What follows belongs to an exercise in optimizing a design on an open flow for small area and a short achievable clock period; a production flow would make more cautious choices. Power and IR drop assume default switching activity.

==> v26: inputs <==
Design alu_design, start of the top module:
module alu_design #(parameter W = 16, parameter N = 4) (
  clock, reset, CE, INP_valid, MODE, CMD, OPA, OPB, CIN, ERR, RES, OV, COUT, G, L, E);
clock: 8.3 ns
lec_check: 0
cap_margin: 20
core_margin: 2
core_utilization: 65
place_density: 0.75
setup_slack_margin: 1.5
slew_margin: 20
standard.sh (not shown) runs the stock make flow with config.mk's settings and CLKGATE_MAP_FILE= SYNTH_SCRIPT=/design/flow/synth_recipe.tcl, a recipe that flattens the netlist after the stock synthesis.
==> flow/flow/run.sh <==
#!/bin/bash
# Own layout flow: the standard synthesis; then an inverter clean-up of
# the netlist (full adders rebuilt on inverted signals where that saves
# inverters, one shared inverter per signal still needed in both polarities);
# the result is proven equivalent to the standard netlist, else the standard
# netlist is kept; then the standard layout.
# Every tool writes its full output to a log of its own in this folder.
set -uo pipefail
W=$(pwd); F=$W/flow
R=$W/orfs/results/sky130hd/alu_design/base
O=$W/orfs/objects/sky130hd/alu_design/base
L=$W/orfs/logs/sky130hd/alu_design/base
LIB=$FLOW_HOME/platforms/sky130hd/lib/sky130_fd_sc_hd__tt_025C_1v80.lib

bash standard.sh synth > $W/std_synth.log 2>&1 || { echo "standard synthesis failed"; exit 1; }
cp $R/1_2_yosys.v $W/std_netlist.v

ok=0
if python3 $F/mkcells.py $LIB $W/comb_cells.v > $W/mkcells.log 2>&1 &&
   python3 $F/fixpol.py $W/std_netlist.v $W/fixpol.v > $W/fixpol.log 2>&1 &&
   bash $F/equiv.sh $W/std_netlist.v $W/fixpol.v $W/eq $W/comb_cells.v > $W/equiv.log 2>&1; then
  ok=1
fi
if [ $ok = 1 ]; then
  cp $W/fixpol.v $R/1_2_yosys.v
  touch $R/1_2_yosys.v
  echo "layout from the cleaned-up netlist (proven equivalent)"
else
  echo "clean-up failed or not proven; layout from the standard netlist"
fi
bash standard.sh > $W/layout.log 2>&1 || { echo "layout failed"; tail -20 $W/layout.log; exit 1; }
[ -f $W/out/final.def ] || { echo "no final.def"; exit 1; }
echo done
Other scripts of this flow, unchanged in this note and not shown: flow/flow/cutff.py, flow/flow/equiv.sh, flow/flow/fixpol.py, flow/flow/mkcells.py
==> inputs of v9, as changes to v26 <==
==> flow/flow/run.sh (replaced) <==
#!/bin/bash
# Own layout flow: the standard synthesis; then the combinational logic
# between the flip-flops and the full/half adder cells is cleaned up and mapped
# again (full adders rebuilt on inverted signals where that saves inverters,
# then ABC without its buffering and sizing steps, which the layout's own
# repair does with real wires); the result is proven equivalent to the standard
# netlist, else the standard netlist is kept; then the standard layout.
# Every tool writes its full output to a log of its own in this folder.
set -uo pipefail
W=$(pwd); F=$W/flow
R=$W/orfs/results/sky130hd/alu_design/base
O=$W/orfs/objects/sky130hd/alu_design/base
L=$W/orfs/logs/sky130hd/alu_design/base
LIB=$FLOW_HOME/platforms/sky130hd/lib/sky130_fd_sc_hd__tt_025C_1v80.lib

bash standard.sh synth > $W/std_synth.log 2>&1 || { echo "standard synthesis failed"; exit 1; }
cp $R/1_2_yosys.v $W/std_netlist.v

cat > $W/abc_nobuf.script <<EOT
&get -n
&st
&dch
&nf
&st
&syn2
&if -g -K 6
&synch2
&nf
&st
&syn2
&if -g -K 6
&synch2
&nf
&st
&syn2
&if -g -K 6
&synch2
&nf
&st
&syn2
&if -g -K 6
&synch2
&nf
&st
&syn2
&if -g -K 6
&synch2
&nf
&put
EOT
DONT=$(grep -o -- "-dont_use [A-Za-z0-9_]*" $L/1_2_yosys.log | sort -u | tr '\n' ' ')
cat > $W/resynth.ys <<EOT
read_verilog $W/comb_cells.v
read_verilog $W/stubs.v
read_verilog $W/fixpol.v
hierarchy -top alu_design
flatten
opt_clean -purge
techmap
opt -fast
abc -script $W/abc_nobuf.script -liberty $LIB $DONT -constr $O/abc.constr -D 8300
opt_clean -purge
hilomap -singleton -hicell sky130_fd_sc_hd__conb_1 HI -locell sky130_fd_sc_hd__conb_1 LO
insbuf -buf sky130_fd_sc_hd__buf_4 A X
splitnets
opt_clean -purge
tee -o $W/resynth_stat.txt stat -liberty $LIB
write_verilog -noattr -nohex -nodec $W/resynth.v
EOT
ok=0
if python3 $F/mkcells.py $LIB $W/comb_cells.v > $W/mkcells.log 2>&1 &&
   python3 $F/mkstubs.py $LIB $W/comb_cells.v $W/std_netlist.v $W/stubs.v > $W/mkstubs.log 2>&1 &&
   python3 $F/fixpol.py $W/std_netlist.v $W/fixpol.v > $W/fixpol.log 2>&1 &&
   yosys -q -l $W/resynth.log $W/resynth.ys > /dev/null 2>&1 &&
   bash $F/equiv.sh $W/std_netlist.v $W/resynth.v $W/eq $W/comb_cells.v > $W/equiv.log 2>&1; then
  ok=1
fi
if [ $ok = 1 ]; then
  cp $W/resynth.v $R/1_2_yosys.v
  touch $R/1_2_yosys.v
  echo "layout from the re-mapped netlist (proven equivalent)"
else
  echo "re-mapping failed or not proven; layout from the standard netlist"
fi
bash standard.sh > $W/layout.log 2>&1 || { echo "layout failed"; tail -20 $W/layout.log; exit 1; }
[ -f $W/out/final.def ] || { echo "no final.def"; exit 1; }
echo done
==> flow/flow/mkstubs.py (new file) <==
#!/usr/bin/env python3
"""Black-box declarations for the cells of a netlist that have no combinational
model (flip-flops, full and half adders), from the liberty pin directions.
usage: mkstubs.py LIB COMB.v NETLIST.v OUT.v"""
import re, sys
lib, comb, net, out = sys.argv[1:5]
have = set(re.findall(r"^module (\w+)\(", open(comb).read(), re.M))
used = set(re.findall(r"^\s*(sky130_fd_sc_hd__\w+)\s", open(net).read(), re.M))
t = open(lib).read()
res = []
for c in sorted(used - have):
    m = re.search(r'\n\s*cell\s*\(\s*"?' + c + r'"?\s*\)(.*?)(\n\s*cell\s*\(|\Z)', t, re.S)
    pins = re.findall(r'pin\s*\(\s*"?(\w+)"?\s*\)\s*\{[^{}]*?direction\s*:\s*"?(\w+)', m.group(1), re.S)
    decl = [f"{'input' if d == 'input' else 'output'} {p};" for p, d in pins]
    res.append(f"(* blackbox *) module {c}({', '.join(p for p, _ in pins)}); {' '.join(decl)} endmodule\n")
    print(c, pins)
open(out, "w").write("".join(res))
==> comparison table <==
item	v26	v9
Aggregate routed wire length	49.02 mm	50.24 mm
First-pass GRT wire length	76.98 mm	78.77 mm
Placed Cells	2035	1954
Placeable core region	0.02354 mm^2	0.02257 mm^2
Sequential power	0.775 mW	0.771 mW
Detailed route wirelength on metal2	21.18 mm	21.98 mm
Vias/cell	6.578	6.843
Global Route met2 Usage	59.41%	65.59%
Net count after synthesis	2113	1946
Signal buf overhead	5.822%	5.756%
Total number of multi-input combinational cells	1352	1322
Final setup margin	2.281 ns	2.202 ns
Hold path endpoint	q_16	s_mx[18]
Fillers	1883	1639
Metal1 wirelength	19.38 mm	18.96 mm
Clk pwr share	13.6%	13.3%
Run status	no timing/DRC/antenna violations	no timing/DRC/antenna violations
Initial core utilization	66.43%	65.84%
Mapped Cells	1736	1569
Hpwl dp	37.83 mm	37.66 mm
Site Rows	56	55
Horiz. Die Dim	159.1 um	155.2 um
Static Leakage	7.850 nW	7.108 nW
No run of this note included a check of the RTL's function; only the layout flow was run.

-- re-timing with driven ports --
The flow's constraints put no driver on any port. The routed layouts listed below were extracted and timed again, unchanged, in two steps. Step 1 (the two cells are an assumption about what drives the block):
set clk [get_ports {clock}]
set_driving_cell -lib_cell sky130_fd_sc_hd__clkbuf_16 $clk
set_driving_cell -lib_cell sky130_fd_sc_hd__buf_2 [delete_from_list [all_inputs] $clk]
Step 2 times the ports against the registers' clock, not the clock port: input delays grow and output delays shrink by t, the midpoint of the rising clock arrivals with the driver on. a / b / c = no drivers / after step 1 / after step 2; a / b = the first two.
run | t, ns | setup WS [ns] | worst setup path after step 2 | worst register clock-pin slew, ns
v26 | 0.414 | 2.281 / 2.281 / 2.281 | register to register | 0.08 / 0.08
v9 | 0.414 | 2.202 / 2.202 / 2.202 | register to register | 0.08 / 0.08
After both steps setup and hold are still met in every run listed.
